This design comes from an exercise in tuning for small area and a short achievable clock period on the open sky130 flow, not from production work.
Function was checked by simulation only, so behaviour that the tests miss may differ from the original.
No activity file was given, so power comes from the tool's default toggle rates.

==> flow/design.v <==
module mac #(
	parameter DW = 32
) (
	input  [DW-1:0]   data,
	input  [DW/2-1:0] one,
	input  [DW/2-1:0] two,
	input  [DW/2-1:0] neg,
	input             keep,
	input             cnt_c,
	output [DW-1:0]   result,
	input             clk
);
reg  [DW-1:0] st0;
reg  [DW-1:0] st1;
wire [DW-1:0] fb0 = st0 & {DW{keep}};
wire [DW-1:0] fb1 = st1 & {DW{keep}};
wire [DW-1:0] nx0;
wire [DW-1:0] nx1;
wire [DW-1:0] pp [0:DW/2-1];
genvar j, k;
generate
	for (j = 0; j < DW/2; j = j + 1) begin : rows
		for (k = 0; k < DW - 2*j; k = k + 1) begin : bits
			if (k == 0)
				assign pp[j][k] = (one[j] & data[k]) ^ neg[j];
			else
				assign pp[j][k] = ((one[j] & data[k]) | (two[j] & data[k-1])) ^ neg[j];
		end
		if (j > 0)
			assign pp[j][DW-1:DW-2*j] = 'b0;
	end
endgenerate
wire s0, k0, s1, k1, s2, k2, s3, k3, s4, k4, s5, k5, s6, k6, s7, k7, s8, k8, s9, k9, s10, k10, s11, k11, s12, k12, s13, k13, s14, k14, s15, k15, s16, k16, s17, k17, s18, k18, s19, k19, s20, k20, s21, k21, s22, k22, s23, k23, s24, k24, s25, k25, s26, k26, s27, k27, s28, k28, s29, k29, s30, k30, s31, k31, s32, k32, s33, k33, s34, k34, s35, k35, s36, k36, s37, k37, s38, k38, s39, k39, s40, k40, s41, k41, s42, k42, s43, k43, s44, k44, s45, k45, s46, k46, s47, k47, s48, k48, s49, k49, s50, k50, s51, k51, s52, k52, s53, k53, s54, k54, s55, k55, s56, k56, s57, k57, s58, k58, s59, k59, s60, k60, s61, k61, s62, k62, s63, k63, s64, k64, s65, k65, s66, k66, s67, k67, s68, k68, s69, k69, s70, k70, s71, k71, s72, k72, s73, k73, s74, k74, s75, k75, s76, k76, s77, k77, s78, k78, s79, k79, s80, k80, s81, k81, s82, k82, s83, k83, s84, k84, s85, k85, s86, k86, s87, k87, s88, k88, s89, k89, s90, k90, s91, k91, s92, k92, s93, k93, s94, k94, s95, k95, s96, k96, s97, k97, s98, k98, s99, k99, s100, k100, s101, k101, s102, k102, s103, k103, s104, k104, s105, k105, s106, k106, s107, k107, s108, k108, s109, k109, s110, k110, s111, k111, s112, k112, s113, k113, s114, k114, s115, k115, s116, k116, s117, k117, s118, k118, s119, k119, s120, k120, s121, k121, s122, k122, s123, k123, s124, k124, s125, k125, s126, k126, s127, k127, s128, k128, s129, k129, s130, k130, s131, k131, s132, k132, s133, k133, s134, k134, s135, k135, s136, k136, s137, k137, s138, k138, s139, k139, s140, k140, s141, k141, s142, k142, s143, k143, s144, k144, s145, k145, s146, k146, s147, k147, s148, k148, s149, k149, s150, k150, s151, k151, s152, k152, s153, k153, s154, k154, s155, k155, s156, k156, s157, k157, s158, k158, s159, k159, s160, k160, s161, k161, s162, k162, s163, k163, s164, k164, s165, k165, s166, k166, s167, k167, s168, k168, s169, k169, s170, k170, s171, k171, s172, k172, s173, k173, s174, k174, s175, k175, s176, k176, s177, k177, s178, k178, s179, k179, s180, k180, s181, k181, s182, k182, s183, k183, s184, k184, s185, k185, s186, k186, s187, k187, s188, k188, s189, k189, s190, k190, s191, k191, s192, k192, s193, k193, s194, k194, s195, k195, s196, k196, s197, k197, s198, k198, s199, k199, s200, k200, s201, k201, s202, k202, s203, k203, s204, k204, s205, k205, s206, k206, s207, k207, s208, k208, s209, k209, s210, k210, s211, k211, s212, k212, s213, k213, s214, k214, s215, k215, s216, k216, s217, k217, s218, k218, s219, k219, s220, k220, s221, k221, s222, k222, s223, k223, s224, k224, s225, k225, s226, k226, s227, k227, s228, k228, s229, k229, s230, k230, s231, k231, s232, k232, s233, k233, s234, k234, s235, k235, s236, k236, s237, k237, s238, k238, s239, k239, s240, k240, s241, k241, s242, k242, s243, k243, s244, k244, s245, k245, s246, k246, s247, k247, s248, k248, s249, k249, s250, k250, s251, k251, s252, k252, s253, k253, s254, k254, s255, k255, s256, s257, s258, s259, s260, s261, s262, s263, s264, s265, s266, s267, s268, s269, s270, s271;
  fa u_fa0 (.a(neg[0]), .b(fb0[0]), .c(fb1[0]), .s(s0), .co(k0));
  assign nx0[0] = pp[0][0];
  assign nx1[0] = s0;
  fa u_fa1 (.a(fb0[1]), .b(fb1[1]), .c(pp[0][1]), .s(s1), .co(k1));
  assign nx0[1] = k0;
  assign nx1[1] = s1;
  fa u_fa2 (.a(neg[1]), .b(fb0[2]), .c(fb1[2]), .s(s2), .co(k2));
  fa u_fa3 (.a(pp[0][2]), .b(pp[1][0]), .c(s2), .s(s3), .co(k3));
  assign nx0[2] = k1;
  assign nx1[2] = s3;
  fa u_fa4 (.a(fb0[3]), .b(fb1[3]), .c(pp[0][3]), .s(s4), .co(k4));
  fa u_fa5 (.a(pp[1][1]), .b(k2), .c(s4), .s(s5), .co(k5));
  assign nx0[3] = k3;
  assign nx1[3] = s5;
  fa u_fa6 (.a(neg[2]), .b(fb0[4]), .c(fb1[4]), .s(s6), .co(k6));
  fa u_fa7 (.a(pp[0][4]), .b(pp[1][2]), .c(pp[2][0]), .s(s7), .co(k7));
  fa u_fa8 (.a(s6), .b(k4), .c(s7), .s(s8), .co(k8));
  assign nx0[4] = k5;
  assign nx1[4] = s8;
  fa u_fa9 (.a(fb0[5]), .b(fb1[5]), .c(pp[0][5]), .s(s9), .co(k9));
  fa u_fa10 (.a(pp[1][3]), .b(pp[2][1]), .c(k6), .s(s10), .co(k10));
  fa u_fa11 (.a(k7), .b(s9), .c(s10), .s(s11), .co(k11));
  assign nx0[5] = k8;
  assign nx1[5] = s11;
  fa u_fa12 (.a(neg[3]), .b(fb0[6]), .c(fb1[6]), .s(s12), .co(k12));
  fa u_fa13 (.a(pp[0][6]), .b(pp[1][4]), .c(pp[2][2]), .s(s13), .co(k13));
  fa u_fa14 (.a(pp[3][0]), .b(s12), .c(k9), .s(s14), .co(k14));
  fa u_fa15 (.a(s13), .b(k10), .c(s14), .s(s15), .co(k15));
  assign nx0[6] = k11;
  assign nx1[6] = s15;
  fa u_fa16 (.a(fb0[7]), .b(fb1[7]), .c(pp[0][7]), .s(s16), .co(k16));
  fa u_fa17 (.a(pp[1][5]), .b(pp[2][3]), .c(pp[3][1]), .s(s17), .co(k17));
  fa u_fa18 (.a(k12), .b(k13), .c(s16), .s(s18), .co(k18));
  fa u_fa19 (.a(s17), .b(k14), .c(s18), .s(s19), .co(k19));
  assign nx0[7] = k15;
  assign nx1[7] = s19;
  fa u_fa20 (.a(neg[4]), .b(fb0[8]), .c(fb1[8]), .s(s20), .co(k20));
  fa u_fa21 (.a(pp[0][8]), .b(pp[1][6]), .c(pp[2][4]), .s(s21), .co(k21));
  fa u_fa22 (.a(pp[3][2]), .b(pp[4][0]), .c(s20), .s(s22), .co(k22));
  fa u_fa23 (.a(k16), .b(k17), .c(s21), .s(s23), .co(k23));
  fa u_fa24 (.a(s22), .b(k18), .c(s23), .s(s24), .co(k24));
  assign nx0[8] = k19;
  assign nx1[8] = s24;
  fa u_fa25 (.a(fb0[9]), .b(fb1[9]), .c(pp[0][9]), .s(s25), .co(k25));
  fa u_fa26 (.a(pp[1][7]), .b(pp[2][5]), .c(pp[3][3]), .s(s26), .co(k26));
  fa u_fa27 (.a(pp[4][1]), .b(k20), .c(k21), .s(s27), .co(k27));
  fa u_fa28 (.a(s25), .b(s26), .c(k22), .s(s28), .co(k28));
  fa u_fa29 (.a(s27), .b(k23), .c(s28), .s(s29), .co(k29));
  assign nx0[9] = k24;
  assign nx1[9] = s29;
  fa u_fa30 (.a(neg[5]), .b(fb0[10]), .c(fb1[10]), .s(s30), .co(k30));
  fa u_fa31 (.a(pp[0][10]), .b(pp[1][8]), .c(pp[2][6]), .s(s31), .co(k31));
  fa u_fa32 (.a(pp[3][4]), .b(pp[4][2]), .c(pp[5][0]), .s(s32), .co(k32));
  fa u_fa33 (.a(s30), .b(k25), .c(k26), .s(s33), .co(k33));
  fa u_fa34 (.a(s31), .b(s32), .c(k27), .s(s34), .co(k34));
  fa u_fa35 (.a(s33), .b(k28), .c(s34), .s(s35), .co(k35));
  assign nx0[10] = k29;
  assign nx1[10] = s35;
  fa u_fa36 (.a(fb0[11]), .b(fb1[11]), .c(pp[0][11]), .s(s36), .co(k36));
  fa u_fa37 (.a(pp[1][9]), .b(pp[2][7]), .c(pp[3][5]), .s(s37), .co(k37));
  fa u_fa38 (.a(pp[4][3]), .b(pp[5][1]), .c(k30), .s(s38), .co(k38));
  fa u_fa39 (.a(k31), .b(k32), .c(s36), .s(s39), .co(k39));
  fa u_fa40 (.a(s37), .b(s38), .c(k33), .s(s40), .co(k40));
  fa u_fa41 (.a(s39), .b(k34), .c(s40), .s(s41), .co(k41));
  assign nx0[11] = k35;
  assign nx1[11] = s41;
  fa u_fa42 (.a(neg[6]), .b(fb0[12]), .c(fb1[12]), .s(s42), .co(k42));
  fa u_fa43 (.a(pp[0][12]), .b(pp[1][10]), .c(pp[2][8]), .s(s43), .co(k43));
  fa u_fa44 (.a(pp[3][6]), .b(pp[4][4]), .c(pp[5][2]), .s(s44), .co(k44));
  fa u_fa45 (.a(pp[6][0]), .b(s42), .c(k36), .s(s45), .co(k45));
  fa u_fa46 (.a(k37), .b(s43), .c(s44), .s(s46), .co(k46));
  fa u_fa47 (.a(k38), .b(s45), .c(k39), .s(s47), .co(k47));
  fa u_fa48 (.a(s46), .b(k40), .c(s47), .s(s48), .co(k48));
  assign nx0[12] = k41;
  assign nx1[12] = s48;
  fa u_fa49 (.a(fb0[13]), .b(fb1[13]), .c(pp[0][13]), .s(s49), .co(k49));
  fa u_fa50 (.a(pp[1][11]), .b(pp[2][9]), .c(pp[3][7]), .s(s50), .co(k50));
  fa u_fa51 (.a(pp[4][5]), .b(pp[5][3]), .c(pp[6][1]), .s(s51), .co(k51));
  fa u_fa52 (.a(k42), .b(k43), .c(k44), .s(s52), .co(k52));
  fa u_fa53 (.a(s49), .b(s50), .c(s51), .s(s53), .co(k53));
  fa u_fa54 (.a(k45), .b(s52), .c(k46), .s(s54), .co(k54));
  fa u_fa55 (.a(s53), .b(k47), .c(s54), .s(s55), .co(k55));
  assign nx0[13] = k48;
  assign nx1[13] = s55;
  fa u_fa56 (.a(neg[7]), .b(fb0[14]), .c(fb1[14]), .s(s56), .co(k56));
  fa u_fa57 (.a(pp[0][14]), .b(pp[1][12]), .c(pp[2][10]), .s(s57), .co(k57));
  fa u_fa58 (.a(pp[3][8]), .b(pp[4][6]), .c(pp[5][4]), .s(s58), .co(k58));
  fa u_fa59 (.a(pp[6][2]), .b(pp[7][0]), .c(s56), .s(s59), .co(k59));
  fa u_fa60 (.a(k49), .b(k50), .c(k51), .s(s60), .co(k60));
  fa u_fa61 (.a(s57), .b(s58), .c(s59), .s(s61), .co(k61));
  fa u_fa62 (.a(k52), .b(s60), .c(k53), .s(s62), .co(k62));
  fa u_fa63 (.a(s61), .b(k54), .c(s62), .s(s63), .co(k63));
  assign nx0[14] = k55;
  assign nx1[14] = s63;
  fa u_fa64 (.a(fb0[15]), .b(fb1[15]), .c(pp[0][15]), .s(s64), .co(k64));
  fa u_fa65 (.a(pp[1][13]), .b(pp[2][11]), .c(pp[3][9]), .s(s65), .co(k65));
  fa u_fa66 (.a(pp[4][7]), .b(pp[5][5]), .c(pp[6][3]), .s(s66), .co(k66));
  fa u_fa67 (.a(pp[7][1]), .b(k56), .c(k57), .s(s67), .co(k67));
  fa u_fa68 (.a(k58), .b(s64), .c(s65), .s(s68), .co(k68));
  fa u_fa69 (.a(s66), .b(k59), .c(k60), .s(s69), .co(k69));
  fa u_fa70 (.a(s67), .b(s68), .c(k61), .s(s70), .co(k70));
  fa u_fa71 (.a(k62), .b(s69), .c(s70), .s(s71), .co(k71));
  assign nx0[15] = k63;
  assign nx1[15] = s71;
  fa u_fa72 (.a(neg[8]), .b(fb0[16]), .c(fb1[16]), .s(s72), .co(k72));
  fa u_fa73 (.a(pp[0][16]), .b(pp[1][14]), .c(pp[2][12]), .s(s73), .co(k73));
  fa u_fa74 (.a(pp[3][10]), .b(pp[4][8]), .c(pp[5][6]), .s(s74), .co(k74));
  fa u_fa75 (.a(pp[6][4]), .b(pp[7][2]), .c(pp[8][0]), .s(s75), .co(k75));
  fa u_fa76 (.a(s72), .b(k64), .c(k65), .s(s76), .co(k76));
  fa u_fa77 (.a(k66), .b(s73), .c(s74), .s(s77), .co(k77));
  fa u_fa78 (.a(s75), .b(k67), .c(s76), .s(s78), .co(k78));
  fa u_fa79 (.a(k68), .b(s77), .c(k69), .s(s79), .co(k79));
  fa u_fa80 (.a(s78), .b(k70), .c(s79), .s(s80), .co(k80));
  assign nx0[16] = k71;
  assign nx1[16] = s80;
  fa u_fa81 (.a(fb0[17]), .b(fb1[17]), .c(pp[0][17]), .s(s81), .co(k81));
  fa u_fa82 (.a(pp[1][15]), .b(pp[2][13]), .c(pp[3][11]), .s(s82), .co(k82));
  fa u_fa83 (.a(pp[4][9]), .b(pp[5][7]), .c(pp[6][5]), .s(s83), .co(k83));
  fa u_fa84 (.a(pp[7][3]), .b(pp[8][1]), .c(k72), .s(s84), .co(k84));
  fa u_fa85 (.a(k73), .b(k74), .c(k75), .s(s85), .co(k85));
  fa u_fa86 (.a(s81), .b(s82), .c(s83), .s(s86), .co(k86));
  fa u_fa87 (.a(s84), .b(k76), .c(s85), .s(s87), .co(k87));
  fa u_fa88 (.a(k77), .b(s86), .c(k78), .s(s88), .co(k88));
  fa u_fa89 (.a(s87), .b(k79), .c(s88), .s(s89), .co(k89));
  assign nx0[17] = k80;
  assign nx1[17] = s89;
  fa u_fa90 (.a(neg[9]), .b(fb0[18]), .c(fb1[18]), .s(s90), .co(k90));
  fa u_fa91 (.a(pp[0][18]), .b(pp[1][16]), .c(pp[2][14]), .s(s91), .co(k91));
  fa u_fa92 (.a(pp[3][12]), .b(pp[4][10]), .c(pp[5][8]), .s(s92), .co(k92));
  fa u_fa93 (.a(pp[6][6]), .b(pp[7][4]), .c(pp[8][2]), .s(s93), .co(k93));
  fa u_fa94 (.a(pp[9][0]), .b(s90), .c(k81), .s(s94), .co(k94));
  fa u_fa95 (.a(k82), .b(k83), .c(s91), .s(s95), .co(k95));
  fa u_fa96 (.a(s92), .b(s93), .c(k84), .s(s96), .co(k96));
  fa u_fa97 (.a(k85), .b(s94), .c(k86), .s(s97), .co(k97));
  fa u_fa98 (.a(s95), .b(s96), .c(k87), .s(s98), .co(k98));
  fa u_fa99 (.a(s97), .b(k88), .c(s98), .s(s99), .co(k99));
  assign nx0[18] = k89;
  assign nx1[18] = s99;
  fa u_fa100 (.a(fb0[19]), .b(fb1[19]), .c(pp[0][19]), .s(s100), .co(k100));
  fa u_fa101 (.a(pp[1][17]), .b(pp[2][15]), .c(pp[3][13]), .s(s101), .co(k101));
  fa u_fa102 (.a(pp[4][11]), .b(pp[5][9]), .c(pp[6][7]), .s(s102), .co(k102));
  fa u_fa103 (.a(pp[7][5]), .b(pp[8][3]), .c(pp[9][1]), .s(s103), .co(k103));
  fa u_fa104 (.a(k90), .b(k91), .c(k92), .s(s104), .co(k104));
  fa u_fa105 (.a(k93), .b(s100), .c(s101), .s(s105), .co(k105));
  fa u_fa106 (.a(s102), .b(s103), .c(k94), .s(s106), .co(k106));
  fa u_fa107 (.a(s104), .b(k95), .c(k96), .s(s107), .co(k107));
  fa u_fa108 (.a(s105), .b(k97), .c(s106), .s(s108), .co(k108));
  fa u_fa109 (.a(s107), .b(k98), .c(s108), .s(s109), .co(k109));
  assign nx0[19] = k99;
  assign nx1[19] = s109;
  fa u_fa110 (.a(neg[10]), .b(fb0[20]), .c(fb1[20]), .s(s110), .co(k110));
  fa u_fa111 (.a(pp[0][20]), .b(pp[1][18]), .c(pp[2][16]), .s(s111), .co(k111));
  fa u_fa112 (.a(pp[3][14]), .b(pp[4][12]), .c(pp[5][10]), .s(s112), .co(k112));
  fa u_fa113 (.a(pp[6][8]), .b(pp[7][6]), .c(pp[8][4]), .s(s113), .co(k113));
  fa u_fa114 (.a(pp[9][2]), .b(pp[10][0]), .c(s110), .s(s114), .co(k114));
  fa u_fa115 (.a(k100), .b(k101), .c(k102), .s(s115), .co(k115));
  fa u_fa116 (.a(k103), .b(s111), .c(s112), .s(s116), .co(k116));
  fa u_fa117 (.a(s113), .b(s114), .c(k104), .s(s117), .co(k117));
  fa u_fa118 (.a(s115), .b(k105), .c(s116), .s(s118), .co(k118));
  fa u_fa119 (.a(k106), .b(s117), .c(k107), .s(s119), .co(k119));
  fa u_fa120 (.a(s118), .b(k108), .c(s119), .s(s120), .co(k120));
  assign nx0[20] = k109;
  assign nx1[20] = s120;
  fa u_fa121 (.a(fb0[21]), .b(fb1[21]), .c(pp[0][21]), .s(s121), .co(k121));
  fa u_fa122 (.a(pp[1][19]), .b(pp[2][17]), .c(pp[3][15]), .s(s122), .co(k122));
  fa u_fa123 (.a(pp[4][13]), .b(pp[5][11]), .c(pp[6][9]), .s(s123), .co(k123));
  fa u_fa124 (.a(pp[7][7]), .b(pp[8][5]), .c(pp[9][3]), .s(s124), .co(k124));
  fa u_fa125 (.a(pp[10][1]), .b(k110), .c(k111), .s(s125), .co(k125));
  fa u_fa126 (.a(k112), .b(k113), .c(s121), .s(s126), .co(k126));
  fa u_fa127 (.a(s122), .b(s123), .c(s124), .s(s127), .co(k127));
  fa u_fa128 (.a(k114), .b(k115), .c(s125), .s(s128), .co(k128));
  fa u_fa129 (.a(k116), .b(s126), .c(s127), .s(s129), .co(k129));
  fa u_fa130 (.a(k117), .b(k118), .c(s128), .s(s130), .co(k130));
  fa u_fa131 (.a(s129), .b(k119), .c(s130), .s(s131), .co(k131));
  assign nx0[21] = k120;
  assign nx1[21] = s131;
  fa u_fa132 (.a(neg[11]), .b(fb0[22]), .c(fb1[22]), .s(s132), .co(k132));
  fa u_fa133 (.a(pp[0][22]), .b(pp[1][20]), .c(pp[2][18]), .s(s133), .co(k133));
  fa u_fa134 (.a(pp[3][16]), .b(pp[4][14]), .c(pp[5][12]), .s(s134), .co(k134));
  fa u_fa135 (.a(pp[6][10]), .b(pp[7][8]), .c(pp[8][6]), .s(s135), .co(k135));
  fa u_fa136 (.a(pp[9][4]), .b(pp[10][2]), .c(pp[11][0]), .s(s136), .co(k136));
  fa u_fa137 (.a(s132), .b(k121), .c(k122), .s(s137), .co(k137));
  fa u_fa138 (.a(k123), .b(k124), .c(s133), .s(s138), .co(k138));
  fa u_fa139 (.a(s134), .b(s135), .c(s136), .s(s139), .co(k139));
  fa u_fa140 (.a(k125), .b(s137), .c(k126), .s(s140), .co(k140));
  fa u_fa141 (.a(k127), .b(s138), .c(s139), .s(s141), .co(k141));
  fa u_fa142 (.a(k128), .b(k129), .c(s140), .s(s142), .co(k142));
  fa u_fa143 (.a(s141), .b(k130), .c(s142), .s(s143), .co(k143));
  assign nx0[22] = k131;
  assign nx1[22] = s143;
  fa u_fa144 (.a(fb0[23]), .b(fb1[23]), .c(pp[0][23]), .s(s144), .co(k144));
  fa u_fa145 (.a(pp[1][21]), .b(pp[2][19]), .c(pp[3][17]), .s(s145), .co(k145));
  fa u_fa146 (.a(pp[4][15]), .b(pp[5][13]), .c(pp[6][11]), .s(s146), .co(k146));
  fa u_fa147 (.a(pp[7][9]), .b(pp[8][7]), .c(pp[9][5]), .s(s147), .co(k147));
  fa u_fa148 (.a(pp[10][3]), .b(pp[11][1]), .c(k132), .s(s148), .co(k148));
  fa u_fa149 (.a(k133), .b(k134), .c(k135), .s(s149), .co(k149));
  fa u_fa150 (.a(k136), .b(s144), .c(s145), .s(s150), .co(k150));
  fa u_fa151 (.a(s146), .b(s147), .c(s148), .s(s151), .co(k151));
  fa u_fa152 (.a(k137), .b(s149), .c(k138), .s(s152), .co(k152));
  fa u_fa153 (.a(k139), .b(s150), .c(s151), .s(s153), .co(k153));
  fa u_fa154 (.a(k140), .b(k141), .c(s152), .s(s154), .co(k154));
  fa u_fa155 (.a(s153), .b(k142), .c(s154), .s(s155), .co(k155));
  assign nx0[23] = k143;
  assign nx1[23] = s155;
  fa u_fa156 (.a(neg[12]), .b(fb0[24]), .c(fb1[24]), .s(s156), .co(k156));
  fa u_fa157 (.a(pp[0][24]), .b(pp[1][22]), .c(pp[2][20]), .s(s157), .co(k157));
  fa u_fa158 (.a(pp[3][18]), .b(pp[4][16]), .c(pp[5][14]), .s(s158), .co(k158));
  fa u_fa159 (.a(pp[6][12]), .b(pp[7][10]), .c(pp[8][8]), .s(s159), .co(k159));
  fa u_fa160 (.a(pp[9][6]), .b(pp[10][4]), .c(pp[11][2]), .s(s160), .co(k160));
  fa u_fa161 (.a(pp[12][0]), .b(s156), .c(k144), .s(s161), .co(k161));
  fa u_fa162 (.a(k145), .b(k146), .c(k147), .s(s162), .co(k162));
  fa u_fa163 (.a(s157), .b(s158), .c(s159), .s(s163), .co(k163));
  fa u_fa164 (.a(s160), .b(k148), .c(k149), .s(s164), .co(k164));
  fa u_fa165 (.a(s161), .b(s162), .c(k150), .s(s165), .co(k165));
  fa u_fa166 (.a(s163), .b(k151), .c(k152), .s(s166), .co(k166));
  fa u_fa167 (.a(s164), .b(s165), .c(k153), .s(s167), .co(k167));
  fa u_fa168 (.a(k154), .b(s166), .c(s167), .s(s168), .co(k168));
  assign nx0[24] = k155;
  assign nx1[24] = s168;
  fa u_fa169 (.a(fb0[25]), .b(fb1[25]), .c(pp[0][25]), .s(s169), .co(k169));
  fa u_fa170 (.a(pp[1][23]), .b(pp[2][21]), .c(pp[3][19]), .s(s170), .co(k170));
  fa u_fa171 (.a(pp[4][17]), .b(pp[5][15]), .c(pp[6][13]), .s(s171), .co(k171));
  fa u_fa172 (.a(pp[7][11]), .b(pp[8][9]), .c(pp[9][7]), .s(s172), .co(k172));
  fa u_fa173 (.a(pp[10][5]), .b(pp[11][3]), .c(pp[12][1]), .s(s173), .co(k173));
  fa u_fa174 (.a(k156), .b(k157), .c(k158), .s(s174), .co(k174));
  fa u_fa175 (.a(k159), .b(k160), .c(s169), .s(s175), .co(k175));
  fa u_fa176 (.a(s170), .b(s171), .c(s172), .s(s176), .co(k176));
  fa u_fa177 (.a(s173), .b(k161), .c(k162), .s(s177), .co(k177));
  fa u_fa178 (.a(s174), .b(k163), .c(s175), .s(s178), .co(k178));
  fa u_fa179 (.a(s176), .b(k164), .c(k165), .s(s179), .co(k179));
  fa u_fa180 (.a(s177), .b(s178), .c(k166), .s(s180), .co(k180));
  fa u_fa181 (.a(s179), .b(k167), .c(s180), .s(s181), .co(k181));
  assign nx0[25] = k168;
  assign nx1[25] = s181;
  fa u_fa182 (.a(neg[13]), .b(fb0[26]), .c(fb1[26]), .s(s182), .co(k182));
  fa u_fa183 (.a(pp[0][26]), .b(pp[1][24]), .c(pp[2][22]), .s(s183), .co(k183));
  fa u_fa184 (.a(pp[3][20]), .b(pp[4][18]), .c(pp[5][16]), .s(s184), .co(k184));
  fa u_fa185 (.a(pp[6][14]), .b(pp[7][12]), .c(pp[8][10]), .s(s185), .co(k185));
  fa u_fa186 (.a(pp[9][8]), .b(pp[10][6]), .c(pp[11][4]), .s(s186), .co(k186));
  fa u_fa187 (.a(pp[12][2]), .b(pp[13][0]), .c(s182), .s(s187), .co(k187));
  fa u_fa188 (.a(k169), .b(k170), .c(k171), .s(s188), .co(k188));
  fa u_fa189 (.a(k172), .b(k173), .c(s183), .s(s189), .co(k189));
  fa u_fa190 (.a(s184), .b(s185), .c(s186), .s(s190), .co(k190));
  fa u_fa191 (.a(s187), .b(k174), .c(s188), .s(s191), .co(k191));
  fa u_fa192 (.a(k175), .b(k176), .c(s189), .s(s192), .co(k192));
  fa u_fa193 (.a(s190), .b(k177), .c(k178), .s(s193), .co(k193));
  fa u_fa194 (.a(s191), .b(s192), .c(k179), .s(s194), .co(k194));
  fa u_fa195 (.a(s193), .b(k180), .c(s194), .s(s195), .co(k195));
  assign nx0[26] = k181;
  assign nx1[26] = s195;
  fa u_fa196 (.a(fb0[27]), .b(fb1[27]), .c(pp[0][27]), .s(s196), .co(k196));
  fa u_fa197 (.a(pp[1][25]), .b(pp[2][23]), .c(pp[3][21]), .s(s197), .co(k197));
  fa u_fa198 (.a(pp[4][19]), .b(pp[5][17]), .c(pp[6][15]), .s(s198), .co(k198));
  fa u_fa199 (.a(pp[7][13]), .b(pp[8][11]), .c(pp[9][9]), .s(s199), .co(k199));
  fa u_fa200 (.a(pp[10][7]), .b(pp[11][5]), .c(pp[12][3]), .s(s200), .co(k200));
  fa u_fa201 (.a(pp[13][1]), .b(k182), .c(k183), .s(s201), .co(k201));
  fa u_fa202 (.a(k184), .b(k185), .c(k186), .s(s202), .co(k202));
  fa u_fa203 (.a(s196), .b(s197), .c(s198), .s(s203), .co(k203));
  fa u_fa204 (.a(s199), .b(s200), .c(k187), .s(s204), .co(k204));
  fa u_fa205 (.a(k188), .b(s201), .c(s202), .s(s205), .co(k205));
  fa u_fa206 (.a(k189), .b(k190), .c(s203), .s(s206), .co(k206));
  fa u_fa207 (.a(s204), .b(k191), .c(k192), .s(s207), .co(k207));
  fa u_fa208 (.a(s205), .b(s206), .c(k193), .s(s208), .co(k208));
  fa u_fa209 (.a(s207), .b(k194), .c(s208), .s(s209), .co(k209));
  assign nx0[27] = k195;
  assign nx1[27] = s209;
  fa u_fa210 (.a(neg[14]), .b(fb0[28]), .c(fb1[28]), .s(s210), .co(k210));
  fa u_fa211 (.a(pp[0][28]), .b(pp[1][26]), .c(pp[2][24]), .s(s211), .co(k211));
  fa u_fa212 (.a(pp[3][22]), .b(pp[4][20]), .c(pp[5][18]), .s(s212), .co(k212));
  fa u_fa213 (.a(pp[6][16]), .b(pp[7][14]), .c(pp[8][12]), .s(s213), .co(k213));
  fa u_fa214 (.a(pp[9][10]), .b(pp[10][8]), .c(pp[11][6]), .s(s214), .co(k214));
  fa u_fa215 (.a(pp[12][4]), .b(pp[13][2]), .c(pp[14][0]), .s(s215), .co(k215));
  fa u_fa216 (.a(s210), .b(k196), .c(k197), .s(s216), .co(k216));
  fa u_fa217 (.a(k198), .b(k199), .c(k200), .s(s217), .co(k217));
  fa u_fa218 (.a(s211), .b(s212), .c(s213), .s(s218), .co(k218));
  fa u_fa219 (.a(s214), .b(s215), .c(k201), .s(s219), .co(k219));
  fa u_fa220 (.a(k202), .b(s216), .c(s217), .s(s220), .co(k220));
  fa u_fa221 (.a(k203), .b(s218), .c(k204), .s(s221), .co(k221));
  fa u_fa222 (.a(k205), .b(s219), .c(k206), .s(s222), .co(k222));
  fa u_fa223 (.a(s220), .b(s221), .c(k207), .s(s223), .co(k223));
  fa u_fa224 (.a(s222), .b(k208), .c(s223), .s(s224), .co(k224));
  assign nx0[28] = k209;
  assign nx1[28] = s224;
  fa u_fa225 (.a(fb0[29]), .b(fb1[29]), .c(pp[0][29]), .s(s225), .co(k225));
  fa u_fa226 (.a(pp[1][27]), .b(pp[2][25]), .c(pp[3][23]), .s(s226), .co(k226));
  fa u_fa227 (.a(pp[4][21]), .b(pp[5][19]), .c(pp[6][17]), .s(s227), .co(k227));
  fa u_fa228 (.a(pp[7][15]), .b(pp[8][13]), .c(pp[9][11]), .s(s228), .co(k228));
  fa u_fa229 (.a(pp[10][9]), .b(pp[11][7]), .c(pp[12][5]), .s(s229), .co(k229));
  fa u_fa230 (.a(pp[13][3]), .b(pp[14][1]), .c(k210), .s(s230), .co(k230));
  fa u_fa231 (.a(k211), .b(k212), .c(k213), .s(s231), .co(k231));
  fa u_fa232 (.a(k214), .b(k215), .c(s225), .s(s232), .co(k232));
  fa u_fa233 (.a(s226), .b(s227), .c(s228), .s(s233), .co(k233));
  fa u_fa234 (.a(s229), .b(s230), .c(k216), .s(s234), .co(k234));
  fa u_fa235 (.a(k217), .b(s231), .c(k218), .s(s235), .co(k235));
  fa u_fa236 (.a(s232), .b(s233), .c(k219), .s(s236), .co(k236));
  fa u_fa237 (.a(k220), .b(s234), .c(s235), .s(s237), .co(k237));
  fa u_fa238 (.a(k221), .b(s236), .c(k222), .s(s238), .co(k238));
  fa u_fa239 (.a(s237), .b(k223), .c(s238), .s(s239), .co(k239));
  assign nx0[29] = k224;
  assign nx1[29] = s239;
  fa u_fa240 (.a(neg[15]), .b(fb0[30]), .c(fb1[30]), .s(s240), .co(k240));
  fa u_fa241 (.a(pp[0][30]), .b(pp[1][28]), .c(pp[2][26]), .s(s241), .co(k241));
  fa u_fa242 (.a(pp[3][24]), .b(pp[4][22]), .c(pp[5][20]), .s(s242), .co(k242));
  fa u_fa243 (.a(pp[6][18]), .b(pp[7][16]), .c(pp[8][14]), .s(s243), .co(k243));
  fa u_fa244 (.a(pp[9][12]), .b(pp[10][10]), .c(pp[11][8]), .s(s244), .co(k244));
  fa u_fa245 (.a(pp[12][6]), .b(pp[13][4]), .c(pp[14][2]), .s(s245), .co(k245));
  fa u_fa246 (.a(pp[15][0]), .b(s240), .c(k225), .s(s246), .co(k246));
  fa u_fa247 (.a(k226), .b(k227), .c(k228), .s(s247), .co(k247));
  fa u_fa248 (.a(k229), .b(s241), .c(s242), .s(s248), .co(k248));
  fa u_fa249 (.a(s243), .b(s244), .c(s245), .s(s249), .co(k249));
  fa u_fa250 (.a(k230), .b(k231), .c(s246), .s(s250), .co(k250));
  fa u_fa251 (.a(s247), .b(k232), .c(k233), .s(s251), .co(k251));
  fa u_fa252 (.a(s248), .b(s249), .c(k234), .s(s252), .co(k252));
  fa u_fa253 (.a(k235), .b(s250), .c(s251), .s(s253), .co(k253));
  fa u_fa254 (.a(k236), .b(s252), .c(k237), .s(s254), .co(k254));
  fa u_fa255 (.a(s253), .b(k238), .c(s254), .s(s255), .co(k255));
  assign nx0[30] = k239;
  assign nx1[30] = s255;
  fa u_fa256 (.a(fb0[31]), .b(fb1[31]), .c(pp[0][31]), .s(s256), .co());
  fa u_fa257 (.a(pp[1][29]), .b(pp[2][27]), .c(pp[3][25]), .s(s257), .co());
  fa u_fa258 (.a(pp[4][23]), .b(pp[5][21]), .c(pp[6][19]), .s(s258), .co());
  fa u_fa259 (.a(pp[7][17]), .b(pp[8][15]), .c(pp[9][13]), .s(s259), .co());
  fa u_fa260 (.a(pp[10][11]), .b(pp[11][9]), .c(pp[12][7]), .s(s260), .co());
  fa u_fa261 (.a(pp[13][5]), .b(pp[14][3]), .c(pp[15][1]), .s(s261), .co());
  fa u_fa262 (.a(k240), .b(k241), .c(k242), .s(s262), .co());
  fa u_fa263 (.a(k243), .b(k244), .c(k245), .s(s263), .co());
  fa u_fa264 (.a(s256), .b(s257), .c(s258), .s(s264), .co());
  fa u_fa265 (.a(s259), .b(s260), .c(s261), .s(s265), .co());
  fa u_fa266 (.a(k246), .b(k247), .c(s262), .s(s266), .co());
  fa u_fa267 (.a(s263), .b(k248), .c(k249), .s(s267), .co());
  fa u_fa268 (.a(s264), .b(s265), .c(k250), .s(s268), .co());
  fa u_fa269 (.a(k251), .b(s266), .c(s267), .s(s269), .co());
  fa u_fa270 (.a(k252), .b(k253), .c(s268), .s(s270), .co());
  fa u_fa271 (.a(s269), .b(k254), .c(s270), .s(s271), .co());
  assign nx0[31] = k255;
  assign nx1[31] = s271;
always @(posedge clk) begin
	st0 <= nx0;
	st1 <= nx1;
end
wire [DW-1:0] sum = st0 + st1;
relu #(.DW(DW)) u_relu (
	.valid(cnt_c),
	.data(sum),
	.result(result)
);
endmodule
module fa (
	input  a,
	input  b,
	input  c,
	output s,
	output co
);
assign s  = a ^ b ^ c;
assign co = (a & b) | (a & c) | (b & c);
endmodule
module relu #(
	parameter DW = 32
)(
	input           valid,
	input  [DW-1:0] data,
	output [DW-1:0] result
);
assign result = (valid & ~data[DW-1]) ? data : {DW{1'b0}};
endmodule
module mac_bank #(
	parameter DW = 32,
	parameter POX = 5
)(
	input  [POX-1:0][DW-1:0] data,
	input  [DW/2-1:0]        one,
	input  [DW/2-1:0]        two,
	input  [DW/2-1:0]        neg,
	input                    keep,
	input                    cnt_c,
	output [POX-1:0][DW-1:0] result,
	input                    clk
);
genvar i;
generate
	for (i = 0; i < POX; i++) begin : macs
		mac #(.DW(DW)) u_mac (
			.data(data[i]),
			.one, .two, .neg,
			.keep,
			.cnt_c,
			.result(result[i]),
			.clk
		);
	end
endgenerate
endmodule
module dwpe #(
	parameter DW = 32,
	parameter POX = 5,
	parameter KSIZE = 3
)(
	input                    clk,
	input                    rst_n,
	input                    dwpe_ena,
	input  [POX-1:0][DW-1:0] pixel_array,
	input  [DW-1:0]          weight,
	output [POX-1:0][DW-1:0] result,
	output [POX-1:0]         result_valid
);
localparam NMAX = KSIZE*KSIZE;
reg  [3:0] cnt;
wire       cnt_c = (cnt == NMAX);
always @(posedge clk) begin
	if (~rst_n | ~dwpe_ena | cnt_c) cnt <= 4'd0;
	else cnt <= cnt + 4'd1;
end
wire keep = rst_n & ~cnt_c;
wire acc  = keep & dwpe_ena;
wire [DW:0] w = {weight, 1'b0};
wire [DW/2-1:0] one, two, neg;
genvar j;
generate
	for (j = 0; j < DW/2; j = j + 1) begin : booth
		wire b0 = w[2*j], b1 = w[2*j+1], b2 = w[2*j+2];
		assign one[j] = acc & (b1 ^ b0);
		assign two[j] = acc & ((b2 & ~b1 & ~b0) | (~b2 & b1 & b0));
		assign neg[j] = acc & b2 & ~(b1 & b0);
	end
endgenerate
mac_bank #(.DW(DW), .POX(POX)) u_mac_bank (
	.data(pixel_array),
	.one, .two, .neg,
	.keep,
	.cnt_c,
	.result,
	.clk
);
assign result_valid = {POX{cnt_c}};
endmodule
module dwpe_top #(
	parameter DW = 32,
	parameter POX = 5,
	parameter KSIZE = 3
)(
	input 					clk,
	input 					rst_n,
	input 					dwpe_ena,
	input [POX*DW-1:0]		pixel_array,
	input [DW-1:0]			weight,
	output[POX*DW-1:0]		result,
	output[POX-1:0]			result_valid
);
dwpe #(
	.DW(DW),
	.POX(POX),
	.KSIZE(KSIZE)
) u_dwpe (
	.clk,
	.rst_n,
	.dwpe_ena,
	.pixel_array(pixel_array),
	.weight,
	.result(result),
	.result_valid(result_valid)
);
endmodule
==> flow/flow/run.sh <==
#!/bin/bash
# Layout: the standard ORFS flow, with the port buffers made of plain
# buffers (buf_2 instead of the delay buffer buffer_ports picks by default)
# and sizing free to change a cell's footprint.
set -euo pipefail
bash standard.sh \
	BUFFER_PORTS_ARGS="-buffer_cell sky130_fd_sc_hd__buf_2" \
	MATCH_CELL_FOOTPRINT=0 \
	finish > make.log 2>&1
==> flow/standard.sh <==
#!/bin/bash
# synth_recipe.tcl (not shown) runs the flow's synth.tcl, then flattens the netlist and writes it again
# the make line also repeats each setting of config.mk as NAME=value (left out here)
make -C /OpenROAD-flow-scripts/flow DESIGN_CONFIG=/design/flow/config.mk WORK_HOME=/design/flow/orfs CLKGATE_MAP_FILE= SYNTH_SCRIPT=/design/flow/synth_recipe.tcl "${@:-finish}"
==> flow/config.mk <==
export PLATFORM = sky130hd
export DESIGN_NAME = dwpe_top
export DESIGN_NICKNAME = dwpe_top
export VERILOG_FILES = /design/flow/design.v
export SDC_FILE = /design/flow/constraint.sdc
export NUM_CORES = 4
export LEC_CHECK = 0
export CAP_MARGIN = 20
export CORE_MARGIN = 2
export CORE_UTILIZATION = 40
export PLACE_DENSITY = 0.6
export SETUP_SLACK_MARGIN = 3.0
export SLEW_MARGIN = 20
export SYNTH_HIERARCHICAL = 1
==> flow/constraint.sdc <==
create_clock -name core_clock -period 9.0 [get_ports {clk}]
set_input_delay 1.8000 -clock core_clock [delete_from_list [all_inputs] [get_ports {clk}]]
set_output_delay 1.8000 -clock core_clock [all_outputs]
set_load 0.01 [all_outputs]
==> impl_results.md, run 1 <==
- GRT Total Usage: 31.1%
- Number of DRC markers in iteration 0: 7,926
- Reg area: 6490 sq um
- Status: complete, no violations
- Avg Synthesized Cell Area: 10.3 sq um
- Crit path max fanout: 31
- Predominant post-synthesis flop cell: dfxtp_1
- Post-synthesis cell count: 6,932
- Initial Util: 40.3%
- Minimum clock period after layout: 6.01 ns
- Slew at the pin closest to its max-slew limit: 1.46 ns
- Layout cells sized above 1: 12.2%
- Root Buffer: clkbuf_16
- Area growth syn-to-layout: 8.63%
- Vias post-DR: 59.7k
- EDFF count, synth: 0
- CP endpoint kind: register
- DRC viols: 0
- Worst Setup SP: rst_n
- Register area share after synthesis: 9.11%
- Tcrit/Tclk final: 66.8%
- Final setup margin: 2.99 ns
- Clock sinks: 324
- Avg WL per Cell: 32.1 um
- Largest net degree at the start of global routing: 226
- Max IR drop VDD: 169 uV
- Fmax achieved: 0.166 GHz
- Row count: 154
- Final Setup Violations: 0
- Hold path start: u_dwpe.cnt[0]
- CP required: 9.58 ns
- Clock slew at reported path FFs: 0.06 ns
- Number of global-route vias before repair: 63.2k
- Die ar.: 181,000 sq um
- Syn_nets: 8,664
- Routed WL: 295,000 um
- Count of cell types in the netlist: 60
- Setup TNS: 0 ns
- Fill cell count: 16.8k
- Die extent in y: 426 um
- Arrival time worst endpoint: 6.59 ns
- Hold WS: 0.480 ns
- Area occupied by multi-input gates: 62,300 sq um
- Number of port buffers: 354
- Mapped Area: 71,200 sq um
- P per Cell Area: 260 nW/um^2
- Initial antenna violation count: 52
- First-pass GRT wire length: 422,000 um
- Max-Cap Viols: 0
- FFs w/ async S/R, synth: 0%
- CTS tree: built
- Leakage power: 30.5 nW
- DP Worst Slack: 2.02 ns
- Drt via density: 6.49
- Htree depth: 2
- Yosys warning count: 8
- Kind of critical path: input port to register
- Routability cong.: 0.927
- Hold Buf Count CTS: 0
- Synth Register Bits: 324
- Reg-to-Reg Start: u_dwpe.cnt[1]
- Total CTS buffers: 46
- Clock tree buffer depth: 3
- Endpoints failing hold: 0
- Worst-Skew Late Latency: 0.71 ns
- Nets: 8,511
- Antenna-violating nets left: 0
- Slew Limit Fails: 0
- Max transition margin: 2.73%
- Num ports: 360
- Worst Skew: 0.0940 ns
- Hold WC Path Type: register to register
- RSZ-0062 raised after global routing: no
- Critical Path Source Type: input port
- Gr ovfl total: 0
- Post-DP HPWL: 183,000 um
- DR pass1 iterations: 10
- Core area: 176,000 sq um
- Chip width: 426 um
-- cell usage in the layout, fill, tap and decap left out, types with 85 or more instances in the layout --
cell type	instances
xnor2_1	1436
fa_1	1291
a22oi_1	1285
buf_2	354
and2_1	325
dfxtp_1	324
nand2_1	190
ha_1	170
a21oi_1	166
and3b_1	150
nor2_1	114
buf_4	112
o21ai_0	85
-- layout make-up --
| class | instances | share of cell area [%] |
|---|---|---|
| timing repair buffer | 535 | 5.04 |
| multi-input combinational | 5830 | 80.5 |
| inverter | 42 | 0.207 |
| tap | 2340 | 3.78 |
| sequential | 324 | 8.38 |
| antenna | 47 | 0.152 |
| clock inverter | 22 | 0.291 |
| clock buffer | 57 | 1.62 |
-- report_power, final --
part | internal [mW] | leakage (nW) | total (mW) | switching (mW)
clock network | 1.05 | 0.709 | 1.90 | 0.852
logic | 6.62 | 27.1 | 15.3 | 8.72
registers | 2.33 | 2.71 | 2.90 | 0.564
-- flip-flops by register name (all words and copies together), names as in the netlist --
signal	count
u_dwpe.u_mac_bank.macs.u_mac.st0	160
u_dwpe.u_mac_bank.macs.u_mac.st1	160
u_dwpe.cnt	4
-- Yosys cell counts (8+ instances only) --
library cell  instances  area, sq um
o211ai_1             10         75.1
dfxtp_1             324         6490
a31oi_1              10         62.6
a31o_2               10         87.6
a21o_1               65          488
nand2_1             190          713
and2_2                8         60.1
clkbuf_1            565         2120
nor2_1              114          428
inv_1                42          158
nor3_1               30          150
and2_4               10         87.6
fa_1               1365        27300
buf_2                13         65.1
and2_1              325         2030
a21oi_1             180          901
o31ai_1              10         75.1
nand3_1              16         80.1
nand3b_1             15          113
o21ai_0              85          425
nor3b_1              16          120
buf_4                40          300
xor2_1               61          534
ha_1                172         2150
a211oi_1             25          188
xnor2_1            1441        12600
nand2b_1             10         62.6
o21bai_1             40          300
and3b_1             150         1310
o21a_1               20          150
nor4_1               10         62.6
nand4_1              30          188
buf_1               130          488
a22oi_1            1285         9650
-- metrics by stage --
| stage | cells | total power, mW | area (sq um) | utilization [%] |
|---|---|---|---|---|
| after global placement | 8991 | 17.6 | 74800 | 42.4 |
| after global routing | 9192 | 21.9 | 77300 | 43.8 |
| after floorplan | 6932 | 13.6 | 71900 | - |
| after CTS | 9104 | 19.9 | 76600 | 43.4 |
| final | 9197 | 20.1 | 77400 | 43.8 |
| after detailed placement | 8991 | 17.8 | 74800 | 42.4 |
-- per-layer routing --
layer	GRT usage, %	wire, um
met5	0.132	42
met4	21.3	23900
met3	7.49	31800
met2	48.5	133000
met1	38.2	106000
-- logic make-up (layout without fill, tap and decap cells) --
family                     count (synthesis)  after routing  synth area share, %
buffers and inverters                    797            656                 4.46
and+or+nand+nor                          962            980                 8.12
xor gates and xnor gates                1502           1502                 18.5
other                                      5             52               0.0264
AOI/OAI and AO/OA                       1805           1806                 18.4
DFF                                      324            324                 9.11
adders and majority gates               1537           1537                 41.4
-- repair_timing --
| action | CTS | global route |
|---|---|---|
| resized for setup | 16 | 44 |
| setup endpoints to repair | 186 | 254 |
| gates cloned | 15 | 16 |
| buffers inserted | 19 | 30 |
| pin swaps | 6 | 12 |
-- worst max-delay path, cell delays in order --
cell and delay [ns]:
buf_2 0.21, nand3_4 0.16, buf_8 0.28, a21oi_2 1.09, a22oi_1 0.19, xnor2_1 0.33
fa_1 0.48, fa_1 0.57, fa_1 0.49, fa_1 0.54, fa_1 0.40
-- final timing paths --
path                                        endpoint  slack (ns)  cells past startpoint
min reg2reg                            u_dwpe.cnt[0]        0.48                      1
min                                    u_dwpe.cnt[0]        0.48                      1
max          u_dwpe.u_mac_bank.macs[4].u_mac.st1[30]        2.99                     11
max reg2reg  u_dwpe.u_mac_bank.macs[4].u_mac.st1[30]        3.49                     13
==> run 2, diff against run 1 <==
--- a/flow/config.mk
+++ b/flow/config.mk
@@ -7,3 +7,3 @@
 export LEC_CHECK = 0
-export CAP_MARGIN = 20
+export CAP_MARGIN = 10
 export CORE_MARGIN = 2
@@ -11,4 +11,4 @@
 export PLACE_DENSITY = 0.6
-export SETUP_SLACK_MARGIN = 3.0
-export SLEW_MARGIN = 20
+export SETUP_SLACK_MARGIN = 3.2
+export SLEW_MARGIN = 10
 export SYNTH_HIERARCHICAL = 1
==> impl_results.md, run 2 <==
- Total CTS buffers: 47 (was 46)
- CP required: 9.54 ns (was 9.58 ns)
- Endpoints failing hold: 0 (unchanged)
- Worst reg-to-reg setup slack: 3.66 ns (was 3.49 ns)
- Predominant post-synthesis flop cell: dfxtp_1 (unchanged)
- Number of port buffers: 354 (unchanged)
- Routability cong.: 0.932 (was 0.927)
- Worst-Skew Late Latency: 0.67 ns (was 0.71 ns)
- Arrival time worst endpoint: 6.42 ns (was 6.59 ns)
- Row count: 154 (unchanged)
- Avg WL per Cell: 33.1 um (was 32.1 um)
- Top Layer Used: met5 (unchanged)
- Hold path start: u_dwpe.cnt[0] (unchanged)
- Die ar.: 181,000 sq um (unchanged)
- Number of global-route vias before repair: 63.7k (was 63.2k)
- Power share of the sequential group: 14.1% (was 14.4%)
- Clock sinks: 324 (unchanged)
- Clk network pwr share: 9.9% (was 9.4%)
- Combinational power share: 76.0% (was 76.2%)
- Count of cell types in the netlist: 60 (unchanged)
- Kind of critical path: input port to register (unchanged)
- Antenna-violating nets left: 0 (unchanged)
- Vias post-DR: 60.5k (was 59.7k)
- Commonest non-fill, non-tap cell in the layout: xnor2_1 (unchanged)
- Final Setup Violations: 0 (unchanged)
- Synth Register Bits: 324 (unchanged)
- Status: complete, no violations (unchanged)
- Syn_nets: 8,664 (unchanged)
- Switch Pwr: 10.4 mW (was 10.1 mW)
- Slew Limit Fails: 0 (unchanged)
- Internal Power: 10.4 mW (was 10.0 mW)
- Reg2reg end: u_dwpe.u_mac_bank.macs[3].u_mac.st1[31] (was u_dwpe.u_mac_bank.macs[4].u_mac.st1[30])
- Core area: 176,000 sq um (unchanged)
- FFs w/ async S/R, synth: 0% (unchanged)
- Largest registers: u_dwpe.u_mac_bank.macs.u_mac.st0 x160, u_dwpe.u_mac_bank.macs.u_mac.st1 x160, u_dwpe.cnt x4 (unchanged)
- Fmax achieved: 0.170 GHz (was 0.166 GHz)
- Placement Cell Area: 75,000 sq um (was 74,800 sq um)
- Detail Route met3 WL: 34,800 um (was 31,800 um)
- Setup TNS: 0 ns (unchanged)
- Root Buffer: clkbuf_16 (unchanged)
- Worst Setup SP: rst_n (unchanged)
- Gr ovfl total: 0 (unchanged)
- Hold WC Path Type: register to register (unchanged)
- Slew at the pin closest to its max-slew limit: 1.22 ns (was 1.46 ns)
- Sw frac: 50.2% (was 50.3%)
- Routed wl met2: 138,000 um (was 133,000 um)
- Ranking of synthesized cells by area: fa_1, xnor2_1, a22oi_1, dfxtp_1, ha_1 (unchanged)
- Post-DP HPWL: 185,000 um (was 183,000 um)
- Largest net degree at the start of global routing: 111 (was 226)
- Tcrit/Tclk final: 65.3% (was 66.8%)
- Cell with the most instances after synthesis: xnor2_1 (unchanged)
- Initial Util: 40.3% (unchanged)
- Clock tree buffer depth: 3 (unchanged)
- Mapped Area: 71,200 sq um (unchanged)
- Chip width: 426 um (unchanged)
- EDFF count, synth: 0 (unchanged)
- CP endpoint kind: register (unchanged)
- Layout cells sized above 1: 13.7% (was 12.2%)
- Number of DRC markers in iteration 0: 7,691 (was 7,926)
- CTS tree: built (unchanged)
- Power, Total: 20.8 mW (was 20.1 mW)
- Metal-1 WL: 109,000 um (was 106,000 um)
- Die extent in y: 426 um (unchanged)
- Leakage power: 30.9 nW (was 30.5 nW)
- Routed WL: 305,000 um (was 295,000 um)
- Most frequent cells in the layout: xnor2_1, a22oi_1, fa_1 (was xnor2_1, fa_1, a22oi_1)
- Reg area: 6490 sq um (unchanged)
- Max-Cap Viols: 0 (unchanged)
- Max IR drop VDD: 208 uV (was 169 uV)
- Final Instance Area: 78,500 sq um (was 77,400 sq um)
- Minimum clock period after layout: 5.88 ns (was 6.01 ns)
- Register area share after synthesis: 9.11% (unchanged)
- GRT Total Usage: 32.3% (was 31.1%)
- Area occupied by multi-input gates: 62,800 sq um (was 62,300 sq um)
- Htree depth: 2 (unchanged)
- Hold Path Depth: 1 (unchanged)
- DR pass1 iterations: 8 (was 10)
- Clock slew at reported path FFs: 0.07 ns (was 0.06 ns)
- Post-synthesis cell count: 6,932 (unchanged)
- Post-synth top area cell: fa_1 (unchanged)
- Nets: 8,540 (was 8,511)
- Reg-to-Reg Start: u_dwpe.cnt[1] (unchanged)
- RSZ-0062 raised after global routing: yes (was no)
- Area growth syn-to-layout: 10.2% (was 8.63%)
- DRC viols: 0 (unchanged)
- Synth top area share: 38.4% (unchanged)
- Worst Skew: 0.0390 ns (was 0.0940 ns)
- Synth cell count leaders: xnor2_1, fa_1, a22oi_1, clkbuf_1, and2_1 (unchanged)
- Fill cell count: 16.7k (was 16.8k)
- Avg Synthesized Cell Area: 10.3 sq um (unchanged)
- R2R cell count: 15 (was 13)
- Hold WS: 0.476 ns (was 0.480 ns)
- Num ports: 360 (unchanged)
- Worst Hold Endpoint: u_dwpe.cnt[0] (unchanged)
- Critical Path Source Type: input port (unchanged)
- Crit path max fanout: 52 (was 31)
- P per Cell Area: 265 nW/um^2 (was 260 nW/um^2)
- First-pass GRT wire length: 434,000 um (was 422,000 um)
- Initial antenna violation count: 67 (was 52)
- Yosys warning count: 8 (unchanged)
- Drt via density: 6.56 (was 6.49)
- Max transition margin: 18.3% (was 2.73%)
## run 2: cell counts after synthesis
Identical to the previous run, type by type.
## run 2: worst max path at each step
stage,depth (start not counted),endpoint
6_report,13,u_dwpe.u_mac_bank.macs[3].u_mac.st1[31]
2_1_floorplan,11,u_dwpe.u_mac_bank.macs[0].u_mac.st1[28]
5_1_grt,13,u_dwpe.u_mac_bank.macs[3].u_mac.st1[31]
3_3_place_gp,12,u_dwpe.u_mac_bank.macs[2].u_mac.st1[21]
4_1_cts,12,u_dwpe.u_mac_bank.macs[2].u_mac.st1[31]
3_5_place_dp,12,u_dwpe.u_mac_bank.macs[2].u_mac.st1[21]
## run 2: layout make-up
cell class	instances	share of cell area [%]
multi-input combinational	5836	80.0
sequential	324	8.27
timing repair buffer	557	5.60
tap	2340	3.73
clock buffer	62	1.66
clock inverter	21	0.394
inverter	42	0.204
antenna	48	0.153
## run 2: kinds of logic after synthesis
group,synth area share (%)
xor+xnor,18.5
fa+ha+maj,41.4
flops,9.11
other cells,0.0264
simple gates,8.12
buf+inv,4.46
compound gates,18.4
## run 2: power by group through the flow
stage	clock network, mW	registers (mW)	logic (mW)
after floorplan	0	2.58	11.1
after global placement	0	2.92	14.7
after detailed placement	0	2.92	15.0
after CTS	2.08	2.90	15.3
after global routing	2.13	2.95	17.5
final	2.06	2.93	15.8
## run 2: stage by stage
step / setup slack (ns) / cells / util, %
3_5_place_dp: 2.11 / 8979 / 42.5
5_1_grt: 3.14 / 9224 / 44.4
2_1_floorplan: 2.98 / 6932 / -
3_3_place_gp: 2.15 / 8979 / 42.5
6_report: 3.12 / 9230 / 44.5
4_1_cts: 3.12 / 9102 / 43.8
## run 2: critical path, stage by stage
cell	delay, ns
clkbuf_4	0.25
nand3_4	0.10
buf_12	0.21
a21oi_4	0.18
buf_12	0.16
buf_6	0.63
a22oi_1	0.18
xnor2_1	0.27
fa_1	0.47
fa_1	0.53
fa_1	0.58
fa_1	0.43
fa_1	0.45
## run 2: what timing repair did
item,CTS,global route
setup buffers,15,62
hold buffers,0,0
pin swaps,5,22
gates resized for setup,60,67
gates cloned,25,18
setup endpoints to repair,290,241
## run 2: per-layer routing
layer | global-route usage, % | vias to the layer above
met4 | 21.7 | 10
met5 | 0.0265 | -
met3 | 8.19 | 1274
met2 | 49.9 | 4768
met1 | 39.8 | 30800
li1 | - | 23700
==> run 3, diff against run 2 <==
--- a/flow/config.mk
+++ b/flow/config.mk
@@ -11,3 +11,3 @@
 export PLACE_DENSITY = 0.6
-export SETUP_SLACK_MARGIN = 3.2
+export SETUP_SLACK_MARGIN = 3.6
 export SLEW_MARGIN = 10
==> impl_results.md, run 3 <==
- Core Util, Final: 47.7% (was 44.5%)
- Switch Pwr: 11.0 mW (was 10.4 mW)
- Status: complete, no violations (unchanged)
- Cell with the most instances after synthesis: xnor2_1 (unchanged)
- Leakage power: 32.9 nW (was 30.9 nW)
- Largest registers: u_dwpe.u_mac_bank.macs.u_mac.st0 x160, u_dwpe.u_mac_bank.macs.u_mac.st1 x160, u_dwpe.cnt x4 (unchanged)
- GRT Total Usage: 33.7% (was 32.3%)
- Num ports: 360 (unchanged)
- Max-Cap Viols: 0 (unchanged)
- Yosys warning count: 8 (unchanged)
- Worst-Skew Late Latency: 0.69 ns (was 0.67 ns)
- Avg Synthesized Cell Area: 10.3 sq um (unchanged)
- Mapped Area: 71,200 sq um (unchanged)
- Htree depth: 2 (unchanged)
- Gr ovfl total: 0 (unchanged)
- Antenna-violating nets left: 0 (unchanged)
- Arrival time worst endpoint: 6.14 ns (was 6.42 ns)
- Max transition margin: 25.2% (was 18.3%)
- Avg WL per Cell: 36.2 um (was 33.1 um)
- Most frequent cells in the layout: xnor2_1, a22oi_1, fa_1 (unchanged)
- FFs w/ async S/R, synth: 0% (unchanged)
- CTS tree: built (unchanged)
- Sw frac: 49.7% (was 50.2%)
- Crit path max fanout: 12 (was 52)
- CP required: 9.52 ns (was 9.54 ns)
- Synth cell count leaders: xnor2_1, fa_1, a22oi_1, clkbuf_1, and2_1 (unchanged)
- Number of DRC markers in iteration 0: 9,416 (was 7,691)
- Post-DP HPWL: 183,000 um (was 185,000 um)
- Hold Buf Count CTS: 0 (unchanged)
- Ranking of synthesized cells by area: fa_1, xnor2_1, a22oi_1, dfxtp_1, ha_1 (unchanged)
- Fmax achieved: 0.178 GHz (was 0.170 GHz)
- Nets: 8,832 (was 8,540)
- Register area share after synthesis: 9.11% (unchanged)
- First-pass GRT wire length: 449,000 um (was 434,000 um)
- Synth Register Bits: 324 (unchanged)
- Die ar.: 181,000 sq um (unchanged)
- Chip width: 426 um (unchanged)
- Number of port buffers: 354 (unchanged)
- Max IR drop VDD: 170 uV (was 208 uV)
- Setup TNS: 0 ns (unchanged)
- Vias post-DR: 64.1k (was 60.5k)
- Row count: 154 (unchanged)
- Final Setup Violations: 0 (unchanged)
- Endpoints failing hold: 0 (unchanged)
- Layout cells sized above 1: 21.4% (was 13.7%)
- Slew Limit Fails: 0 (unchanged)
- Commonest non-fill, non-tap cell in the layout: xnor2_1 (unchanged)
- Area occupied by multi-input gates: 64,300 sq um (was 62,800 sq um)
- Power share of the sequential group: 13.3% (was 14.1%)
- Synth top area share: 38.4% (unchanged)
- Initial antenna violation count: 66 (was 67)
- Internal Power: 11.1 mW (was 10.4 mW)
- Predominant post-synthesis flop cell: dfxtp_1 (unchanged)
- DRC viols: 0 (unchanged)
- Drt via density: 6.73 (was 6.56)
- Root Buffer: clkbuf_16 (unchanged)
- Reg area: 6540 sq um (was 6490 sq um)
- Area growth syn-to-layout: 18.1% (was 10.2%)
- Clock sinks: 324 (unchanged)
- CP endpoint kind: register (unchanged)
- Total CTS buffers: 45 (was 47)
- Slew at the pin closest to its max-slew limit: 1.12 ns (was 1.22 ns)
- Routed WL: 344,000 um (was 305,000 um)
- Die extent in y: 426 um (unchanged)
- Critical Path Source Type: input port (unchanged)
- RSZ-0062 raised after global routing: yes (unchanged)
- Routability cong.: 0.957 (was 0.932)
- DR pass1 iterations: 12 (was 8)
- Fill cell count: 16.0k (was 16.7k)
- Minimum clock period after layout: 5.62 ns (was 5.88 ns)
- Count of cell types in the netlist: 60 (unchanged)
- Clock slew at reported path FFs: 0.07 ns (about the same)
- Largest net degree at the start of global routing: 113 (was 111)
- Post-synth top area cell: fa_1 (unchanged)
- Tcrit/Tclk final: 62.4% (was 65.3%)
- EDFF count, synth: 0 (unchanged)
- Initial Util: 40.3% (unchanged)
- Number of global-route vias before repair: 64.3k (was 63.7k)
- Hold WS: 0.476 ns (about the same)
- Syn_nets: 8,664 (unchanged)
- Kind of critical path: input port to register (unchanged)
- Worst Skew: 0.0618 ns (was 0.0390 ns)
- Post-synthesis cell count: 6,932 (unchanged)
- Hold WC Path Type: register to register (unchanged)
- Clk network pwr share: 9.0% (was 9.9%)
- Clock tree buffer depth: 3 (unchanged)
- Core area: 176,000 sq um (unchanged)
- P per Cell Area: 262 nW/um^2 (was 265 nW/um^2)
- Combinational power share: 77.7% (was 76.0%)
[run 3: cell counts after synthesis]
No cell type changed its count.
[run 3: timing repair]
action | CTS | global route
buffers inserted | 103 | 180
cloned | 62 | 63
pin swaps | 88 | 199
resized for setup | 299 | 437
setup endpoints to repair | 346 | 291
[run 3: path summary, 6_finish.rpt]
path / start / end / slack, ns / cells after the start
min: u_dwpe.cnt[0] / u_dwpe.cnt[0] / 0.48 / 1
max: rst_n / u_dwpe.u_mac_bank.macs[0].u_mac.st1[31] / 3.38 / 12
min reg2reg: u_dwpe.cnt[0] / u_dwpe.cnt[0] / 0.48 / 1
max reg2reg: u_dwpe.cnt[1] / u_dwpe.u_mac_bank.macs[0].u_mac.st1[31] / 3.61 / 14
[run 3: cell families after synthesis]
kind of cell             synth area share [%]
XOR/XNOR                                 18.5
AND/OR/NAND/NOR                          8.12
AO/OA/AOI/OAI                            18.4
other                                  0.0264
flip-flops                               9.11
adder cells (fa/ha/maj)                  41.4
buffers and inverters                    4.46
[run 3: layout make-up]
class                   count  share of cell area, %
multi-input cells        5864                   76.5
repair buffers            823                   10.1
flip-flops and latches    324                   7.78
well taps                2340                   3.48
clock buffers              60                   1.54
clock inverters            22                  0.305
inverters                  42                  0.190
diodes                     49                  0.146
[run 3: power groups by stage]
stage	Sequential, mW	Clock [mW]	Combinational, mW
floorplan	2.58	0	11.1
global placement	2.86	0	14.7
detailed placement	2.86	0	14.9
CTS	2.86	1.99	16.1
global route	2.95	2.04	18.7
finish	2.94	1.99	17.1
[run 3: stage by stage]
step	instance area (sq um)	cells	power, mW	worst slack, ns
6_report	84100	9524	22.1	3.38
5_1_grt	84100	9508	23.7	3.39
4_1_cts	79400	9232	21.0	3.49
3_5_place_dp	75000	8985	17.8	1.88
3_3_place_gp	74900	8984	17.5	1.80
2_1_floorplan	72300	6932	13.7	2.99
[run 3: worst max-delay path: stages]
cell	delay, ns
buf_16	0.12
nand3_4	0.11
buf_12	0.19
buf_6	0.19
a21oi_2	0.63
a22oi_1	0.23
xnor2_1	0.40
fa_1	0.50
fa_1	0.58
fa_1	0.46
fa_1	0.51
fa_1	0.40
[run 3: routing by layer]
metal | up-vias | wire length [um] | global-route usage [%]
li1 | 24300 | - | -
met3 | 1784 | 49200 | 11.1
met2 | 5540 | 144000 | 50.4
met1 | 32400 | 115000 | 40.2
met5 | - | 669 | 0
met4 | 39 | 34800 | 25.0
==> run 4, diff against run 3 <==
--- a/flow/config.mk
+++ b/flow/config.mk
@@ -7,3 +7,3 @@
 export LEC_CHECK = 0
-export CAP_MARGIN = 10
+export CAP_MARGIN = 5
 export CORE_MARGIN = 2
@@ -11,4 +11,5 @@
 export PLACE_DENSITY = 0.6
-export SETUP_SLACK_MARGIN = 3.6
-export SLEW_MARGIN = 10
+export SETUP_SLACK_MARGIN = 3.2
+export SLEW_MARGIN = 5
 export SYNTH_HIERARCHICAL = 1
+export TNS_END_PERCENT = 30
==> impl_results.md, run 4 <==
- Num ports: 360 (unchanged)
- Antenna-violating nets left: 0 (unchanged)
- Number of global-route vias before repair: 62.9k (was 64.3k)
- DR pass1 iterations: 9 (was 12)
- Core area: 176,000 sq um (unchanged)
- CP endpoint kind: primary output (was register)
- Largest registers: u_dwpe.u_mac_bank.macs.u_mac.st0 x160, u_dwpe.u_mac_bank.macs.u_mac.st1 x160, u_dwpe.cnt x4 (unchanged)
- Critical Path, Cell by Cell: ha_1 -> nand4_1 -> nor4_4 -> and3_1 -> a32o_2 -> nor4b_2 -> a211oi_2 -> a311o_2 -> and3b_2 -> buf_2 (was buf_16 -> nand3_4 -> buf_12 -> buf_6 -> a21oi_2 -> a22oi_1 -> xnor2_1 -> fa_1 -> fa_1 -> fa_1 -> fa_1 -> fa_1)
- Critical Path Source Type: register (was input port)
- Status: complete, no violations (unchanged)
- EDFF count, synth: 0 (unchanged)
- Reg-to-Reg Start: u_dwpe.cnt[0] (was u_dwpe.cnt[1])
- Htree depth: 2 (unchanged)
- Slew Limit Fails: 0 (unchanged)
- Die ar.: 181,000 sq um (unchanged)
- Max-Cap Viols: 0 (unchanged)
- Hold Buf Count CTS: 0 (unchanged)
- Row count: 154 (unchanged)
- Synth cell count leaders: xnor2_1, fa_1, a22oi_1, clkbuf_1, and2_1 (unchanged)
- Reg2reg end: u_dwpe.u_mac_bank.macs[0].u_mac.st1[30] (was u_dwpe.u_mac_bank.macs[0].u_mac.st1[31])
- Crit path max fanout: 16 (was 12)
- Hold Path Depth: 1 (unchanged)
- Kind of critical path: register to primary output (was input port to register)
- Total CTS buffers: 48 (was 45)
- Worst-Skew Late Latency: 0.69 ns (about the same)
- Hold path start: u_dwpe.cnt[0] (unchanged)
- Post-synthesis cell count: 6,932 (unchanged)
- Setup TNS: 0 ns (unchanged)
- Placement Cell Area: 75,100 sq um (was 75,000 sq um)
- Clock sinks: 324 (unchanged)
- Routed WL: 310,000 um (was 344,000 um)
- Final Setup Violations: 0 (unchanged)
- Syn_nets: 8,664 (unchanged)
- Worst Hold Endpoint: u_dwpe.cnt[0] (unchanged)
- Vias post-DR: 60.9k (was 64.1k)
- Initial antenna violation count: 65 (was 66)
- Arrival time worst endpoint: 4.09 ns (was 6.14 ns)
- Max transition margin: 13.6% (was 25.2%)
- Leakage power: 31.0 nW (was 32.9 nW)
- CTS tree: built (unchanged)
- Post-synth top area cell: fa_1 (unchanged)
- Synth top area share: 38.4% (unchanged)
- Worst Setup SP: u_dwpe.u_mac_bank.macs[1].u_mac.st1[18] (was rst_n)
- R2R cell count: 14 (unchanged)
- DRC viols: 0 (unchanged)
- Nets: 8,559 (was 8,832)
- Post-DP HPWL: 184,000 um (was 183,000 um)
- Ranking of synthesized cells by area: fa_1, xnor2_1, a22oi_1, dfxtp_1, ha_1 (unchanged)
- First-pass GRT wire length: 419,000 um (was 449,000 um)
==> run 4: power breakdown <==
| group | leakage, nW | switching (mW) | total [mW] | internal, mW |
|---|---|---|---|---|
| Clock | 0.807 | 0.885 | 2.12 | 1.23 |
| Sequential | 2.71 | 0.579 | 2.91 | 2.33 |
| Combinational | 27.5 | 9.03 | 15.8 | 6.78 |
==> run 4: per-stage QoR <==
step	instances	setup slack, ns	utilization [%]	hold WS [ns]
after detailed placement	8975	2.02	42.5	0.460
after global placement	8975	2.05	42.5	0.448
after CTS	9082	2.95	43.6	0.472
after global routing	9245	3.08	44.5	0.499
final	9249	3.11	44.5	0.479
after floorplan	6932	2.98	-	0.433
==> run 4: final cells by class <==
type                    count  area (sq um)
well taps                2340          2930
diodes                     46           115
repair buffers            575          4520
clock buffers              59          1300
multi-input cells        5836         62700
flip-flops and latches    324          6490
clock inverters            27           367
inverters                  42           160
fillers                 16700         97900
==> run 4: how the worst max path moves through the flow <==
stage	endpoint	depth (start not counted)	slack, ns
after floorplan	u_dwpe.u_mac_bank.macs[0].u_mac.st1[28]	11	2.98
after global placement	u_dwpe.u_mac_bank.macs[0].u_mac.st1[30]	13	2.05
after detailed placement	u_dwpe.u_mac_bank.macs[0].u_mac.st1[30]	13	2.02
after CTS	u_dwpe.u_mac_bank.macs[1].u_mac.st1[31]	12	2.95
after global routing	result[62]	10	3.08
final	result[62]	10	3.11
==> run 4: timing repair <==
action / in CTS / in global routing
setup buffers: 15 / 80
gates cloned: 6 / 41
resized for setup: 17 / 70
endpoints found under the setup margin: 258 / 292
hold endpoints to repair: 0 / 0
pin swaps: 6 / 33
==> run 4: cells by family after synthesis <==
family,synth area share (%)
xor+xnor,18.5
flops,9.11
buf+inv,4.46
compound gates,18.4
other cells,0.0264
simple gates,8.12
fa+ha+maj,41.4
==> run 4: per-layer routing <==
metal  vias to the layer above  global-route usage [%]  wire length [um]
li1                      23700                       -                 -
met3                      1286                    6.80             35900
met4                        16                    18.0             23300
met1                     31000                    38.7            112000
met2                      4850                    48.9            139000
met5                         -                  0.0265               115
==> run 4: worst reg2reg max path, cell delays in order (launching register included) <==
cell	delay [ns]
dfxtp_1	0.39
ha_1	0.23
nand3b_4	0.31
nand3_4	0.28
buf_12	0.29
a21oi_4	0.11
buf_12	0.19
a22oi_1	0.57
xnor2_1	0.13
fa_1	0.46
fa_1	0.57
fa_2	0.48
fa_1	0.40
fa_1	0.51
fa_1	0.41

re-timing with driven ports:
No port has a modelled driver above. Below, the same layouts with a new extraction and two added sets of constraints. Step 1 assumes that a clkbuf_16 drives the clock port and a buf_2 every other input. Step 2 also shifts input and output timing later by t, the mid clock arrival at the registers, as if the neighbouring blocks saw the same clock. Slacks: ideal ports / drivers / drivers and shift; pairs: ideal ports / drivers.
run	t (ns)	setup WS [ns]
run 1	0.751	2.988 / 3.051 / 2.300
run 2	0.739	3.121 / 3.150 / 2.441
run 3	0.738	3.380 / 3.374 / 2.636
run 4	0.770	3.112 / 3.015 / 2.403
After both steps every run listed still meets setup and hold.
